This design comes from an exercise in tuning for small area, a short achievable clock period and few clock cycles on the open sky130 flow, not from production work. Only simulation tests tie the RTL to the original design; equivalence was not proved. Power and IR drop assume default switching activity.

--- flow/flow/run.sh ---
#!/bin/bash
# Standard ORFS flow (the standard.sh, unchanged synthesis) with some
# tool settings changed:
#  - ports are buffered with buf_1 instead of the default pick (a delay cell)
#  - the resizer may swap cells of different widths
#  - clock tree: larger sink clusters, no dummy loads
set -euo pipefail
bash standard.sh MATCH_CELL_FOOTPRINT=0 \
  "BUFFER_PORTS_ARGS=-buffer_cell sky130_fd_sc_hd__buf_1" \
  "CTS_ARGS=-sink_clustering_enable -repair_clock_nets -sink_clustering_size 20 -sink_clustering_max_diameter 100 -dont_use_dummy_load" \
  finish > flow.log 2>&1
--- flow/standard.sh ---
#!/bin/bash
# synth_recipe.tcl (not shown) runs the flow's synth.tcl, then flattens the netlist and writes it again
# the make line also repeats each setting of config.mk as NAME=value (left out here)
make -C /OpenROAD-flow-scripts/flow DESIGN_CONFIG=/design/flow/config.mk WORK_HOME=/design/flow/orfs CLKGATE_MAP_FILE= SYNTH_SCRIPT=/design/flow/synth_recipe.tcl "${@:-finish}"
--- flow/config.mk ---
export PLATFORM = sky130hd
export DESIGN_NAME = akarin_riscv
export DESIGN_NICKNAME = akarin_riscv
export VERILOG_FILES = /design/flow/design.v
export SDC_FILE = /design/flow/constraint.sdc
export NUM_CORES = 4
export LEC_CHECK = 0
export CAP_MARGIN = 20
export CORE_MARGIN = 2
export CORE_UTILIZATION = 40
export PLACE_DENSITY = 0.6
export SETUP_SLACK_MARGIN = 5
export SLEW_MARGIN = 20
--- flow/constraint.sdc ---
create_clock -name core_clock -period 9.0 [get_ports {clk}]
set_input_delay 1.8000 -clock core_clock [delete_from_list [all_inputs] [get_ports {clk}]]
set_output_delay 1.8000 -clock core_clock [all_outputs]
set_load 0.01 [all_outputs]
--- flow/design.v ---
module RegFile(
    input  logic        clk,
    input  logic [3:0]  ralo_i, rblo_i,    
    input  logic [7:0]  rahi_i, rbhi_i,    
    output logic [31:0] rda_o, rdb_o,
    input  logic        we_i, wen_i,
    input  logic [4:0]  wa_i,
    input  logic [31:0] wd_i
);
    logic [31:0] rf [1:31];
    genvar k;
    generate
        for (k = 1; k < 32; k++) begin : g_row
            logic wr, hold;
            assign wr   = we_i && wa_i == k;
            assign hold = wen_i || wa_i != k;
            always_ff @(posedge clk) begin
                rf[k] <= (rf[k] & {32{hold}}) | (wd_i & {32{wr}});
            end
        end
    endgenerate
    always_comb begin
        rda_o = 32'h0;
        rdb_o = 32'h0;
        for (int i = 1; i < 32; i++) begin
            rda_o = rda_o | ({32{ralo_i[i % 4] & rahi_i[i / 4]}} & rf[i]);
            rdb_o = rdb_o | ({32{rblo_i[i % 4] & rbhi_i[i / 4]}} & rf[i]);
        end
    end
endmodule
module ALU(
    input  logic [31:0] a_i, b_i,
    input  logic [2:0]  f3_i,
    input  logic        sub_i,
    input  logic        sra_i,
    output logic [31:0] res_o
);
    logic [31:0] bx, p, g, sum;
    logic [32:0] s33;
    logic        lt, ltu, left;
    logic [31:0] shin, shr, shl;
    logic [32:0] shr33;
    logic        selP, selG, selS, selL, selR, selLt, selLtu;
    assign bx  = b_i ^ {32{sub_i}};
    assign p   = a_i ^ bx;
    assign g   = a_i & bx;
    assign s33 = {1'b0, a_i} + {1'b0, bx} + {32'h0, sub_i};
    assign sum = s33[31:0];
    assign ltu = ~s33[32];
    assign lt  = (a_i[31] ^ b_i[31]) ? a_i[31] : sum[31];
    assign left = ~f3_i[2];
    always_comb begin
        for (int i = 0; i < 32; i++) shin[i] = left ? a_i[31 - i] : a_i[i];
    end
    assign shr33 = $signed({sra_i & a_i[31] & ~left, shin}) >>> b_i[4:0];
    assign shr   = shr33[31:0];
    always_comb begin
        for (int i = 0; i < 32; i++) shl[i] = shr[31 - i];
    end
    assign selP   = f3_i == 3'b100 || f3_i == 3'b110;
    assign selG   = f3_i == 3'b111 || f3_i == 3'b110;
    assign selS   = f3_i == 3'b000;
    assign selL   = f3_i == 3'b001;
    assign selR   = f3_i == 3'b101;
    assign selLt  = f3_i == 3'b010;
    assign selLtu = f3_i == 3'b011;
    assign res_o = ({32{selP}} & p)
                 | ({32{selG}} & g)
                 | ({32{selS}} & sum)
                 | ({32{selL}} & shl)
                 | ({32{selR}} & shr)
                 | {31'h0, (selLt & lt) | (selLtu & ltu)};
endmodule
module akarin_riscv(
   input  logic        clk, rst,
   output logic [31:2] ibus_addr,
   output logic [31:0] ibus_dataD,
   input  logic [31:0] ibus_dataQ,
   output logic        ibus_read, ibus_write,
   input  logic        ibus_ready,
   output logic [3:0]  ibus_byteSel,
   output logic        wb_valid,
   output logic [31:2] wb_pc,
   output logic [4:0]  wb_rd,
   output logic [31:0] wb_data
 );
   logic [31:2] fa;
   logic        outst;
   assign ibus_read    = ibus_ready | ~outst;
   assign ibus_addr    = fa;
   assign ibus_write   = 1'b0;
   assign ibus_dataD   = 32'h0;
   assign ibus_byteSel = 4'b1111;
   always_ff @(posedge clk) begin
      if (!rst) begin
         fa    <= 30'h0;
         outst <= 1'b0;
      end else begin
         outst <= 1'b1;
         if (ibus_read) fa <= fa + 30'h1;
      end
   end
   logic [31:0] q;
   logic        isOp, isImm, okOp, okImm, f7ok;
   assign q     = ibus_dataQ;
   assign isOp  = q[6:0] == 7'b0110011;
   assign isImm = q[6:0] == 7'b0010011;
   assign f7ok  = q[31:25] == 7'h00 || q[31:25] == 7'h20;
   assign okOp  = isOp  && (f7ok || (q[14:12] != 3'b000 && q[14:12] != 3'b101));
   assign okImm = isImm && (f7ok || q[14:12] != 3'b101);
   logic        v1, w1, op1;     
   logic [4:0]  rd1;
   logic [2:0]  f3_1;
   logic [11:0] hi1;             
   logic [3:0]  ralo1, rblo1;    
   logic [7:0]  rahi1, rbhi1;    
   logic        fwa1, fwb1;      
   always_ff @(posedge clk) begin
      v1    <= rst & ibus_ready;
      w1    <= rst & ibus_ready & (okOp | okImm) & (q[11:7] != 5'h0);
      op1   <= q[5];
      rd1   <= q[11:7];
      f3_1  <= q[14:12];
      hi1   <= q[31:20];
      for (int i = 0; i < 4; i++) begin
         ralo1[i] <= q[16:15] == i;
         rblo1[i] <= q[21:20] == i;
      end
      for (int i = 0; i < 8; i++) begin
         rahi1[i] <= q[19:17] == i;
         rbhi1[i] <= q[24:22] == i;
      end
      fwa1  <= w1 && rd1 == q[19:15];
      fwb1  <= q[5] && w1 && rd1 == q[24:20];
   end
   logic [31:0] rfa, rfb, res;
   logic        w2, wn2, sub2, sra2;
   logic [4:0]  rd2;
   logic [2:0]  f3_2;
   logic [31:0] a2, b2;
   RegFile rfu (
      .clk,
      .ralo_i (ralo1),
      .rahi_i (rahi1),
      .rblo_i (rblo1),
      .rbhi_i (rbhi1),
      .rda_o (rfa),
      .rdb_o (rfb),
      .we_i  (w2),
      .wen_i (wn2),
      .wa_i  (rd2),
      .wd_i  (res)
   );
   always_ff @(posedge clk) begin
      w2   <= rst & w1;
      wn2  <= ~(rst & w1);
      rd2  <= rd1;
      f3_2 <= f3_1;
      sub2 <= (f3_1 == 3'b000) ? (op1 & hi1[10]) : (f3_1[2:1] == 2'b01);
      sra2 <= hi1[10];
      a2   <= fwa1 ? res : rfa;
      b2   <= fwb1 ? res : op1 ? rfb : {{20{hi1[11]}}, hi1};
   end
   ALU exu (
      .a_i   (a2),
      .b_i   (b2),
      .f3_i  (f3_2),
      .sub_i (sub2),
      .sra_i (sra2),
      .res_o (res)
   );
   always_ff @(posedge clk) begin
      wb_valid <= rst & w2;
      wb_rd    <= rd2;
      wb_data  <= res;
      wb_pc    <= fa - 30'd2 - {29'h0, v1};
   end
 endmodule
==> notes.md, run 1 <==
Peak Freq=243 MHz; Max FO, Critical Path=60; global-route wire length before repair=444 mm; Worst Hold Class=register to register; Worst Setup End Kind=register; Total Wirelength=332 mm; CTS Buf Count=76; Crit path max-delay family=compound AO/OA/AOI/OAI gates; Leak=approximately 21 nW; Pwr Total=9.89 mW; DRC=0; root buf cell=clkbuf_16; Worst-Margin Slew=approximately 1.4 ns; largest net degree at the start of global routing=61; Tmin final=4.11 ns; Worst Path Required=~9.5 ns; sequential area share after synthesis=~44%; total grt overflow=0; vias=61937; Startpoint Class=register; initial antenna violation count=34; die extent in x=roughly 380 um; remaining antenna violation count=0; vias in the first global route=54518; Final Slew Violations=0; CP max-delay cell=a21oi_1; Yosys top cell area share=43.9%; Final nets=5985; FP Rows=136; P per Cell Area=165 nW/um^2; Final Hold Viols=0; initial core utilization=40.3%; CP cell instances=buf_12 > inv_1 > buf_4 > nor2_1 > a22o_1 > a21oi_1 > o21ai_0 > nor3_4 > buf_4 > a21oi_1; clk buf depth=3; Synthesis Warnings=4; DR pass1 iterations=14; Clk Latency, worst-skew pair=0.75 ns; Total Die Area=between 100000 and 150000 sq um; Synth Cell Area=approximately 55000 sq um; HPWL Detailed=between 150 and 200 mm; ys async rst share=0%; Starting DRT DRC Count=15478; period utilization=roughly 46%; Post-Syn Instances=6145; max-cap viol count=0; Max VDD drop=0.130 mV; CTS tree=done; clock sinks=~1200; outcome=no timing/DRC/antenna violations; layout cell share with drive strength beyond 1=about a tenth; critical path data arrival time=around 4.6 ns; register bit total from synthesis=~1200; area leader, netlist=dfxtp_1; synth unique cells=93; H-tree levels=3; CP Class=register to register; vias per cell=7.97; EDFF count, synth=0; pre-CTS setup slack=4.21 ns; PortBufs=133; GP Congestion=1.04; final worst slack=just under 5 ns; clk_skew=~0.12 ns; Die Y=376 um; Clock Pin Slew Worst Setup and Hold Paths=around 0.09 ns; final setup vio count=0; slowest stage delay, CP=0.58 ns; Buf/Inv on CP=4; CTS Hold Bufs=0; Layout area overhead=7.91%; Core ar.=137000 sq um; Post-synth top flop=dfxtp_1; Max-Slew Margin vs Limit=8.28%; Synth area leaders=dfxtp_1 (44%), a22o_1 (12%), nand2_1 (5.4%); setup TNS=0 ns; RSZ-0062 raised after global routing=yes; # IOs=171; R2R cell count=10; Routed wire per std cell=roughly 43 um; Min-Delay Path Depth=0; syn_area_per_cell=9.02 sq um; Levels on crit path=10; gr usage total=44.6%
-- layer usage --
metal,share of wire (%),GRT usage (%)
met5,0.20,3.40
met4,11,33.7
met3,19,27.4
met2,36,56.9
met1,34,52.8
-- stage by stage --
step                      hold WS (ns)  cell area [sq um]  utilization, %  std cells
after detailed placement         0.397              57300            41.7       7610
after CTS                        0.409              59500            43.2       7702
final                            0.401              59800            43.5       7773
after floorplan                  0.331              55500               -       6180
after global placement           0.396              57200            41.6       7606
after global routing             0.411              59600            43.4       7714
-- Yosys cell counts (22+ instances only) --
| master | number |
|---|---|
| dfxtp_1 | 1216 |
| nand2_1 | 801 |
| a22o_1 | 740 |
| o21ai_0 | 542 |
| clkbuf_1 | 516 |
| a22oi_1 | 382 |
| a221oi_1 | 312 |
| nor2_1 | 165 |
| nand4_1 | 154 |
| nand3_1 | 125 |
| a21oi_1 | 121 |
| and2_1 | 100 |
| nor3_1 | 81 |
| o21ai_1 | 58 |
| mux2i_1 | 56 |
| xnor2_1 | 54 |
| xor2_1 | 53 |
| buf_2 | 52 |
| buf_4 | 45 |
| inv_1 | 44 |
| mux4_2 | 39 |
| buf_1 | 37 |
| ha_1 | 36 |
| nor4_1 | 33 |
| o21ai_2 | 28 |
| and3_1 | 22 |
-- repair_timing --
| item | CTS | global route |
|---|---|---|
| endpoints found under the setup margin | 881 | 569 |
| hold endpoints to repair | 0 | 0 |
| pin swaps | 4 | 3 |
| cloned | 2 | 1 |
| resized for setup | 25 | 27 |
| setup buffers | 14 | 2 |
-- logic make-up (layout without fill, tap and decap cells) --
logic type | after synthesis | in the layout | synth area share [%]
compound gates | 2367 | 2370 | 31.6
xor+xnor | 107 | 107 | 1.69
fa+ha+maj | 37 | 37 | 0.849
buf+inv | 716 | 444 | 5.47
flops | 1216 | 1216 | 43.9
mux | 120 | 120 | 3.24
other cells | 2 | 105 | 0.0136
simple gates | 1580 | 1580 | 13.2
-- power breakdown --
part | switching (mW) | leakage, nW | total, mW | internal, mW
logic | 0.723 | 10.6 | 0.951 | 0.227
registers | 0.0596 | 9.84 | 5.50 | 5.44
clock network | 1.94 | 0.937 | 3.44 | 1.50
total | 2.72 | 21.4 | 9.89 | 7.17
-- worst reg2reg max path: stages (launching register included) --
cell and delay [ns]:
dfxtp_4 0.44, buf_12 0.24, inv_1 0.16, buf_4 0.41, nor2_1 0.36, a22o_1 0.26, a21oi_1 0.58, o21ai_0 0.38
nor3_4 0.26, buf_4 0.42, a21oi_1 0.40
-- sequential cells by signal, indices dropped and copies added, names as in the netlist, 8 cells and up --
name	flops
b2	32
wb_pc	30
fa	30
rahi1	8
rfu.rf	992
rbhi1	8
wb_data	32
hi1	12
a2	32
-- area by class of cell --
cell class | instances | area [sq um]
clock buffer | 76 | 1900
timing repair buffer | 321 | 2110
sequential | 1216 | 24400
inverter | 47 | 180
multi-input combinational | 4251 | 28800
tap | 1794 | 2240
fill | 13467 | 77700
antenna | 68 | 170
-- placed cells by master, fill, tap and decap left out, types with 21 or more instances in the layout --
master,Yosys,routed
conb_1,2,37
o21ai_0,542,541
dfxtp_1,1216,1207
buf_1,37,132
nor2_2,0,25
nor4_1,33,32
mux2i_1,56,54
buf_4,45,164
nand2_2,0,24
a22oi_1,382,382
and2_1,100,41
o21ai_1,58,57
ha_1,36,35
nand4_1,154,154
xor2_1,53,53
nor2_1,165,134
o21ai_2,28,28
mux4_2,39,39
xnor2_1,54,53
a221oi_1,312,311
clkbuf_16,0,76
and2_2,0,60
inv_1,44,44
nor3_1,81,79
a21oi_1,121,117
nand3_1,125,123
nand2_4,0,21
a22o_1,740,740
diode_2,0,68
and3_1,22,21
nand2_1,801,756
-- final timing paths --
kind / endpoint / startpoint / slack, ns
max: a2[3] / f3_2[2] / 4.89
max reg2reg: a2[3] / f3_2[2] / 4.89
min reg2reg: f3_2[0] / f3_1[0] / 0.40
min: f3_2[0] / f3_1[0] / 0.40
Testbench counts, summed over its fixed seeds: cycles 42,063.
==> run 2, diff against run 1 <==
==> flow/flow/run.sh (replaced) <==
#!/bin/bash
# Standard ORFS flow (the standard.sh, unchanged synthesis) with some
# tool settings changed:
#  - ports are buffered with buf_1 instead of the default pick (a delay cell)
#  - the resizer may swap cells of different widths
#  - clock tree: clkbuf_8 buffers, sink clusters of 16, no dummy loads
set -euo pipefail
bash standard.sh MATCH_CELL_FOOTPRINT=0 \
  "BUFFER_PORTS_ARGS=-buffer_cell sky130_fd_sc_hd__buf_1" \
  "CTS_ARGS=-sink_clustering_enable -repair_clock_nets -sink_clustering_size 16 -sink_clustering_max_diameter 80 -dont_use_dummy_load -buf_list sky130_fd_sc_hd__clkbuf_8" \
  finish > flow.log 2>&1
==> notes.md, run 2 <==
global-route wire length before repair=445 mm (+0.26%); Clock Pin Slew Worst Setup and Hold Paths=0.11 ns (+0.02 ns); Seq pwr share=59.3% (+3.7 points); EDFF count, synth=0 (unchanged); max-cap viol count=1 (+1); Worst Hold Class=register to register; Failed Checks=max-capacitance violations, max-slew violations; Core Util, Final=43.0% (-0.46 points); Comb power frac=10.3% (+0.7 points); Post-synth top flop=dfxtp_1; Switching Fraction=29.1% (+1.6 points); Worst Path Required=9.66 ns (+0.16 ns); Leak=21.2 nW (-1.1%); area of placed instances=57300 sq um (unchanged); DR pass1 iterations=14 (unchanged); syn_area_per_cell=9.02 sq um (unchanged); clk buf depth=3 (unchanged); CTS Buf Count=92 (+21%); Int Power=6.59 mW (-8.1%); Worst Setup End Kind=register; synth unique cells=93 (unchanged); Synth top cells by count=dfxtp_1 (1216), nand2_1 (801), a22o_1 (740); Tmin final=4.00 ns (-0.108 ns); final setup vio count=0 (unchanged); final cell count without fillers=7763 (-0.13%); most frequent cells in the layout=dfxtp_1 (1207), nand2_1 (756), a22o_1 (740); critical path data arrival time=4.66 ns (+0.06 ns); initial antenna violation count=42 (+24%); GP Congestion=1.04 (unchanged); Worst-Margin Slew=1.56 ns (+0.195 ns); max FFs per register=992 (unchanged); Yosys top cell area share=43.9% (unchanged); PortBufs=133 (unchanged); worst hold endpoint=rd2[2]; clock sinks=1216 (unchanged); Starting DRT DRC Count=15619 (+0.91%); die extent in x=376 um (unchanged); reg2reg start=f3_2[2]; Final Slew Violations=3 (+3); total grt overflow=0 (unchanged); remaining antenna violation count=0 (unchanged); ys async rst share=0% (unchanged); period utilization=44.4% (-1.2 points); Pwr Total=9.29 mW (-6.1%); Max VDD drop=0.106 mV (-18%); reg2reg end=b2[1]; Core ar.=137000 sq um (unchanged); vias=61808 (-0.21%); Die Y=376 um (unchanged); Synth Cell Area=55400 sq um (unchanged); most frequent cell after synthesis=dfxtp_1; Max FO, Critical Path=60 (unchanged); most common cell after layout, fill and taps aside=dfxtp_1; Hold WS=0.403 ns (+0.00193 ns); P per Cell Area=157 nW/um^2 (-5.0%); Post-Syn Instances=6145 (unchanged); root buf cell=clkbuf_8; HPWL Detailed=180 mm (unchanged); outcome=finished with violations; Post-Place Cells=7610 (unchanged); Min-Delay Path Depth=0 (unchanged); clk_skew=0.100 ns (-0.0149 ns); Total Die Area=142000 sq um (unchanged); Biggest register=rfu.rf; Layout area overhead=6.77%; CTS tree=done; Final nets=6007 (+0.37%); Clk Latency, worst-skew pair=0.94 ns (+0.19 ns); Startpoint Class=register; DRC=0 (unchanged); pre-CTS setup slack=4.21 ns (unchanged); HP Start=rd1[2]; R2R cell count=9 (-1); layout cell share with drive strength beyond 1=9.84% (+0.40 points); final worst slack=5.00 ns (+0.108 ns); register bit total from synthesis=1216 (unchanged); sequential area share after synthesis=43.9% (unchanged); gr usage total=44.8% (+0.16 points); flop2flop setup slack=5.00 ns (+0.11 ns); Synthesis Warnings=4 (unchanged); FP Rows=136 (unchanged); Total Wirelength=335 mm (+0.95%); area leader, netlist=dfxtp_1; H-tree levels=3 (unchanged); Synth area leaders=dfxtp_1 (44%), a22o_1 (12%), nand2_1 (5.4%); Max-Slew Margin vs Limit=-4.88% (-13 points); Design Area, Final=59200 sq um (-1.1%); vias per cell=7.96 (about the same); RSZ-0062 raised after global routing=yes; setup TNS=0 ns (unchanged); power share of the clock group=30.4% (-4.3 points); Routed wire per std cell=43.2 um (+1.1%); Final Hold Viols=0 (unchanged); vias in the first global route=54704 (+0.34%); Peak Freq=250 MHz (+2.7%); # IOs=171 (unchanged); Switch Pwr=2.70 mW (-0.52%); largest net degree at the start of global routing=61 (unchanged); initial core utilization=40.3% (unchanged); CP Class=register to register
[run 2: cell types whose count changed in the layout (fill, tap and decap cells not counted), sizes merged]
cell	change
buf	+5
and4bb	+1
diode	-32
clkbuf	+16
[run 2: critical path, stage by stage, from the launching register on]
cell and delay (ns):
dfxtp_4 0.52, buf_12 0.32, xor2_1 0.19, mux2_2 0.37, a211oi_2 0.43, mux2i_1 0.30
a221o_1 0.42, a211oi_4 0.27, buf_4 0.43, mux2i_1 0.38
[run 2: worst max path at each step]
stage                     cells after the start     from  slack, ns             end
final                                         9  f3_2[2]       5.00           b2[1]
after global routing                         12     sub2       4.97   rfu.rf[4][22]
after CTS                                    10  f3_2[2]       4.97   rfu.rf[26][2]
after detailed placement                     12    b2[0]       4.21   rfu.rf[10][8]
after global placement                       12    b2[0]       4.01  rfu.rf[27][12]
after floorplan                              15    b2[2]       5.05  rfu.rf[10][28]
[run 2: per-layer routing]
| layer | GRT usage, % | share of wire, % | wire, um | up-vias |
|---|---|---|---|---|
| li1 | - | - | - | 22700 |
| met1 | 53.0 | 34 | 112000 | 28945 |
| met2 | 56.9 | 36 | 121000 | 7500 |
| met3 | 27.0 | 20 | 65400 | 2612 |
| met4 | 34.7 | 11 | 35700 | 51 |
| met5 | 5.15 | 0.31 | 1050 | - |
[run 2: power by group through the flow]
stage	clock network, mW	logic, mW	registers, mW
final	2.82	0.961	5.51
after global routing	2.95	0.956	5.51
after global placement	0	0.814	5.63
after floorplan	0	0.492	5.62
after CTS	2.75	0.860	5.50
after detailed placement	0	0.821	5.63
[run 2: logic make-up (layout without fill, tap and decap cells)]
kind of cell | count (synthesis) | after routing | synth area share, %
compound gates | 2367 | 2370 | 31.6
xor+xnor | 107 | 107 | 1.69
fa+ha+maj | 37 | 37 | 0.849
buf+inv | 716 | 465 | 5.47
flops | 1216 | 1216 | 43.9
mux | 120 | 120 | 3.24
other cells | 2 | 73 | 0.0136
simple gates | 1580 | 1581 | 13.2
[run 2: cell type report]
class,instances,area [sq um]
inverters,47,180
flip-flops and latches,1216,24400
fillers,13549,78300
repair buffers,326,2150
well taps,1794,2240
clock buffers,92,1270
multi-input cells,4252,28900
diodes,36,90.1
[run 2: what timing repair did]
item | CTS | global route
pin swaps | 4 | 3
cloned | 2 | 2
hold buffers | 0 | 0
setup buffers | 13 | 8
setup endpoints to repair | 751 | 683
resized for setup | 27 | 31
==> run 3, diff against run 2 <==
--- a/flow/design.v
+++ b/flow/design.v
@@ -32,3 +32,3 @@
     input  logic [31:0] a_i, b_i,
-    input  logic [2:0]  f3_i,
+    input  logic [6:0]  sel_i,
     input  logic        sub_i,
@@ -39,6 +39,5 @@
     logic [32:0] s33;
-    logic        lt, ltu, left;
+    logic        lt, ltu;
     logic [31:0] shin, shr, shl;
     logic [32:0] shr33;
-    logic        selP, selG, selS, selL, selR, selLt, selLtu;
     assign bx  = b_i ^ {32{sub_i}};
@@ -50,7 +49,6 @@
     assign lt  = (a_i[31] ^ b_i[31]) ? a_i[31] : sum[31];
-    assign left = ~f3_i[2];
     always_comb begin
-        for (int i = 0; i < 32; i++) shin[i] = left ? a_i[31 - i] : a_i[i];
+        for (int i = 0; i < 32; i++) shin[i] = sel_i[3] ? a_i[31 - i] : a_i[i];
     end
-    assign shr33 = $signed({sra_i & a_i[31] & ~left, shin}) >>> b_i[4:0];
+    assign shr33 = $signed({sra_i & a_i[31], shin}) >>> b_i[4:0];
     assign shr   = shr33[31:0];
@@ -59,15 +57,8 @@
     end
-    assign selP   = f3_i == 3'b100 || f3_i == 3'b110;
-    assign selG   = f3_i == 3'b111 || f3_i == 3'b110;
-    assign selS   = f3_i == 3'b000;
-    assign selL   = f3_i == 3'b001;
-    assign selR   = f3_i == 3'b101;
-    assign selLt  = f3_i == 3'b010;
-    assign selLtu = f3_i == 3'b011;
-    assign res_o = ({32{selP}} & p)
-                 | ({32{selG}} & g)
-                 | ({32{selS}} & sum)
-                 | ({32{selL}} & shl)
-                 | ({32{selR}} & shr)
-                 | {31'h0, (selLt & lt) | (selLtu & ltu)};
+    assign res_o = ({32{sel_i[0]}} & p)
+                 | ({32{sel_i[1]}} & g)
+                 | ({32{sel_i[2]}} & sum)
+                 | ({32{sel_i[3]}} & shl)
+                 | ({32{sel_i[4]}} & shr)
+                 | {31'h0, (sel_i[5] & lt) | (sel_i[6] & ltu)};
 endmodule
@@ -138,3 +129,3 @@
    logic [4:0]  rd2;
-   logic [2:0]  f3_2;
+   logic [6:0]  sel2;
    logic [31:0] a2, b2;
@@ -157,5 +148,7 @@
       rd2  <= rd1;
-      f3_2 <= f3_1;
+      sel2 <= {f3_1 == 3'b011, f3_1 == 3'b010, f3_1 == 3'b101, f3_1 == 3'b001,
+               f3_1 == 3'b000, f3_1 == 3'b111 || f3_1 == 3'b110,
+               f3_1 == 3'b100 || f3_1 == 3'b110};
       sub2 <= (f3_1 == 3'b000) ? (op1 & hi1[10]) : (f3_1[2:1] == 2'b01);
-      sra2 <= hi1[10];
+      sra2 <= hi1[10] & (f3_1 == 3'b101);
       a2   <= fwa1 ? res : rfa;
@@ -166,3 +159,3 @@
       .b_i   (b2),
-      .f3_i  (f3_2),
+      .sel_i (sel2),
       .sub_i (sub2),
==> flow/flow/run.sh (replaced) <==
#!/bin/bash
# Standard ORFS flow (the standard.sh, unchanged synthesis) with some
# tool settings changed:
#  - ports are buffered with buf_1 instead of the default pick (a delay cell)
#  - the resizer may swap cells of different widths
#  - clock tree: larger sink clusters, no dummy loads
set -euo pipefail
bash standard.sh MATCH_CELL_FOOTPRINT=0 \
  "BUFFER_PORTS_ARGS=-buffer_cell sky130_fd_sc_hd__buf_1" \
  "CTS_ARGS=-sink_clustering_enable -repair_clock_nets -sink_clustering_size 24 -sink_clustering_max_diameter 120 -dont_use_dummy_load" \
  finish > flow.log 2>&1
==> notes.md, run 3 <==
outcome=no timing/DRC/antenna violations; Starting DRT DRC Count=14727 (-5.7%); Peak Freq=251 MHz (+0.36%); most frequent cell after synthesis=dfxtp_1; Switching Fraction=27.5% (-1.6 points); Leak=20.2 nW (-4.4%); sequential area share after synthesis=44.9% (+0.94 points); clock sinks=1220 (+0.33%); Crit path max-delay family=buffers and inverters; Final nets=6070 (+1.0%); EDFF count, synth=0 (unchanged); Post-Syn Instances=6241 (+1.6%); # IOs=171 (unchanged); Layout area overhead=7.10%; syn_area_per_cell=8.72 sq um (-3.3%); initial core utilization=40.2% (-0.073 points); FF/Latch Area=24400 sq um (+0.31%); clk buf depth=3 (unchanged); Synth Cell Area=54400 sq um (-1.8%); Comb power frac=8.6% (-1.7 points); vias=59979 (-3.0%); critical path data arrival time=2.18 ns (-2.48 ns); Seq pwr share=58.9% (-0.4 points); Post-synth top flop=dfxtp_1; Levels on crit path=4 (-5); Final Hold Viols=0 (unchanged); DRC=0 (unchanged); flop2flop setup slack=5.03 ns (+0.03 ns); DR pass1 iterations=14 (unchanged); CP max-delay cell=nor2b_4; Tmin final=3.98 ns (-0.0143 ns); Multi-input gate area=27900 sq um (-3.4%); Max VDD drop=0.158 mV (+49%); Clk Latency, worst-skew pair=0.78 ns (-0.16 ns); initial antenna violation count=31 (-26%); final worst slack=5.02 ns (+0.0143 ns); CTS Hold Bufs=0 (unchanged); pre-CTS setup slack=4.44 ns (+0.222 ns); vias in the first global route=53137 (-2.9%); Total Die Area=139000 sq um (-1.8%); CTS tree=done; Buf/Inv on CP=3 (+1); global-route wire length before repair=434 mm (-2.5%); Setup crit start=ibus_ready; reg2reg start=a2[12]; root buf cell=clkbuf_16; fill count=13254 (-2.2%); Final Slew Violations=0 (-3); GP Congestion=1.01 (-3.2%); clk_skew=0.0573 ns (-0.0430 ns); gr usage total=44.1% (-0.65 points); Yosys top cell area share=44.9% (+0.94 points); largest net degree at the start of global routing=59 (-3.3%); Clock Pin Slew Worst Setup and Hold Paths=0.09 ns (-0.02 ns); synth unique cells=81 (-13%); Worst Setup End Kind=primary output; Synthesis Warnings=4 (unchanged); R2R cell count=7 (-2); Synth area leaders=dfxtp_1 (45%), a22o_1 (7.9%), nand2_1 (6.8%); Total Wirelength=324 mm (-3.2%); FP Rows=135 (-0.74%); Die Y=373 um (-0.88%); Startpoint Class=input pin; Critical Path End=ibus_read; RSZ-0062 raised after global routing=yes; ys async rst share=0% (unchanged); setup TNS=0 ns (unchanged); most frequent cells in the layout=dfxtp_1 (1213), nand2_1 (918), o21ai_1 (626); Most common cell on crit path=buf_6; CP Class=input pin to primary output; slowest stage delay, CP=0.12 ns (-0.40 ns); die extent in x=373 um (-0.88%); CTS Buf Count=58 (-37%); total grt overflow=0 (unchanged); P per Cell Area=161 nW/um^2 (+2.3%); most common cell after layout, fill and taps aside=dfxtp_1; Synth top cells by count=dfxtp_1 (1220), nand2_1 (980), o21ai_1 (626); CP cell instances=buf_6 > nor2b_4 > inv_2 > buf_6; max FFs per register=992 (unchanged); H-tree levels=2 (-1); final setup vio count=0 (unchanged); Max FO, Critical Path=2 (-97%); Biggest register=rfu.rf; remaining antenna violation count=0 (unchanged); Core ar.=135000 sq um (-1.6%); reg2reg end=rfu.rf[28][25]; Int Power=6.79 mW (+3.0%); HPWL Detailed=174 mm (-3.1%); period utilization=44.3% (-0.16 points); power share of the clock group=32.4% (+2.0 points); Worst Path Required=7.20 ns (-2.46 ns); area leader, netlist=dfxtp_1; vias per cell=7.69 (-3.5%); PortBufs=133 (unchanged); Worst-Margin Slew=1.34 ns (-0.217 ns); Routed wire per std cell=41.5 um (-3.7%); register bit total from synthesis=1220 (+0.33%); Max-Slew Margin vs Limit=10.3% (+15 points); max-cap viol count=0 (-1); Worst Hold Class=register to register; Switch Pwr=2.58 mW (-4.7%); layout cell share with drive strength beyond 1=8.71% (-1.1 points)
==> run 3: cell type report <==
class	count	area share (%)
diodes	27	0.116
clock buffers	58	2.49
inverters	54	0.348
multi-input cells	4339	47.8
flip-flops and latches	1220	41.9
well taps	1781	3.82
repair buffers	325	3.47
==> run 3: kinds of logic (layout without fill, tap and decap cells) <==
kind of cell,count (synthesis),count (layout),synth area share (%)
xor+xnor,109,109,1.75
fa+ha+maj,37,37,0.864
flops,1220,1220,44.9
compound gates,2342,2344,30.1
mux,112,112,3.04
other cells,2,64,0.0138
simple gates,1700,1700,13.9
buf+inv,719,437,5.41
==> run 3: through the flow <==
stage | std cells | total power [mW] | utilization (%) | hold WS [ns] | instance area [sq um]
after floorplan | 6276 | 6.05 | - | 0.350 | 54600
after global placement | 7699 | 6.36 | 41.7 | 0.386 | 56400
after detailed placement | 7700 | 6.36 | 41.7 | 0.389 | 56400
after CTS | 7772 | 9.23 | 42.9 | 0.402 | 58100
after global routing | 7779 | 9.49 | 43.0 | 0.405 | 58200
final | 7804 | 9.36 | 43.1 | 0.393 | 58300
==> run 3: how the worst min path moves through the flow <==
stage | startpoint | to | slack, ns | cells past startpoint
after CTS | rd1[2] | rd2[2] | 0.40 | 0
final | rd1[4] | rd2[4] | 0.39 | 0
after floorplan | rd2[2] | wb_rd[2] | 0.35 | 0
after global placement | rd1[1] | rd2[1] | 0.39 | 0
after detailed placement | rd1[2] | rd2[2] | 0.39 | 0
after global routing | rd1[4] | rd2[4] | 0.41 | 0
==> run 3: timing repair <==
| item | 4_1_cts | 5_1_grt |
|---|---|---|
| gates cloned | 2 | 0 |
| setup endpoints to repair | 422 | 299 |
| gates resized for setup | 18 | 13 |
| pin swaps | 2 | 0 |
| buffers inserted | 12 | 4 |
==> run 3: layer usage <==
metal / track usage [%] / vias to the layer above / part of all wire (%) / routed length, um
li1: - / 22557 / - / -
met1: 51.8 / 27849 / 34 / 110000
met2: 55.8 / 7018 / 36 / 115000
met3: 27.5 / 2519 / 19 / 62000
met4: 35.4 / 36 / 11 / 36500
met5: 0.524 / - / 0.20 / 654
==> run 3: power by group through the flow <==
stage / clock (mW) / combinational, mW / sequential (mW)
floorplan: 0 / 0.425 / 5.62
global placement: 0 / 0.716 / 5.64
detailed placement: 0 / 0.715 / 5.64
CTS: 2.98 / 0.738 / 5.51
global route: 3.17 / 0.804 / 5.52
finish: 3.04 / 0.807 / 5.52
Testbench counts of run 3, summed over its fixed seeds: cycles 42,063.

## static timing again, ports no longer ideal
In the flow no input, the clock included, has a driving cell. The finished layouts below were timed again as built, in two steps.
Step 1, drivers: a clkbuf_16 drives clk and a buf_2 each remaining input, both assumed.
Step 2, shift: input delay + t, output delay - t, t = (earliest + latest rising clock arrival at the registers) / 2. This alone moves slack from input paths to output paths.
a / b / c = ideal / step 1 / step 2; a / b = the first two.
run | shift t [ns] | setup slack, ns | worst hold slack (ns) | worst setup path at the end | worst data-port slew with drivers (ns)
run 1 | 0.767 | 4.893 / 4.893 / 4.893 | 0.401 / 0.401 / 0.401 | register to register | 0.04
run 2 | 0.972 | 5.001 / 5.001 / 5.001 | 0.403 / 0.403 / 0.403 | register to register | 0.05
run 3 | 0.824 | 5.015 / 4.977 / 4.496 | 0.393 / 0.393 / 0.393 | input to register | 0.05
The setup slack of run 3, which loses most, moves by -0.038 ns with the drivers and by -0.519 ns with both steps.
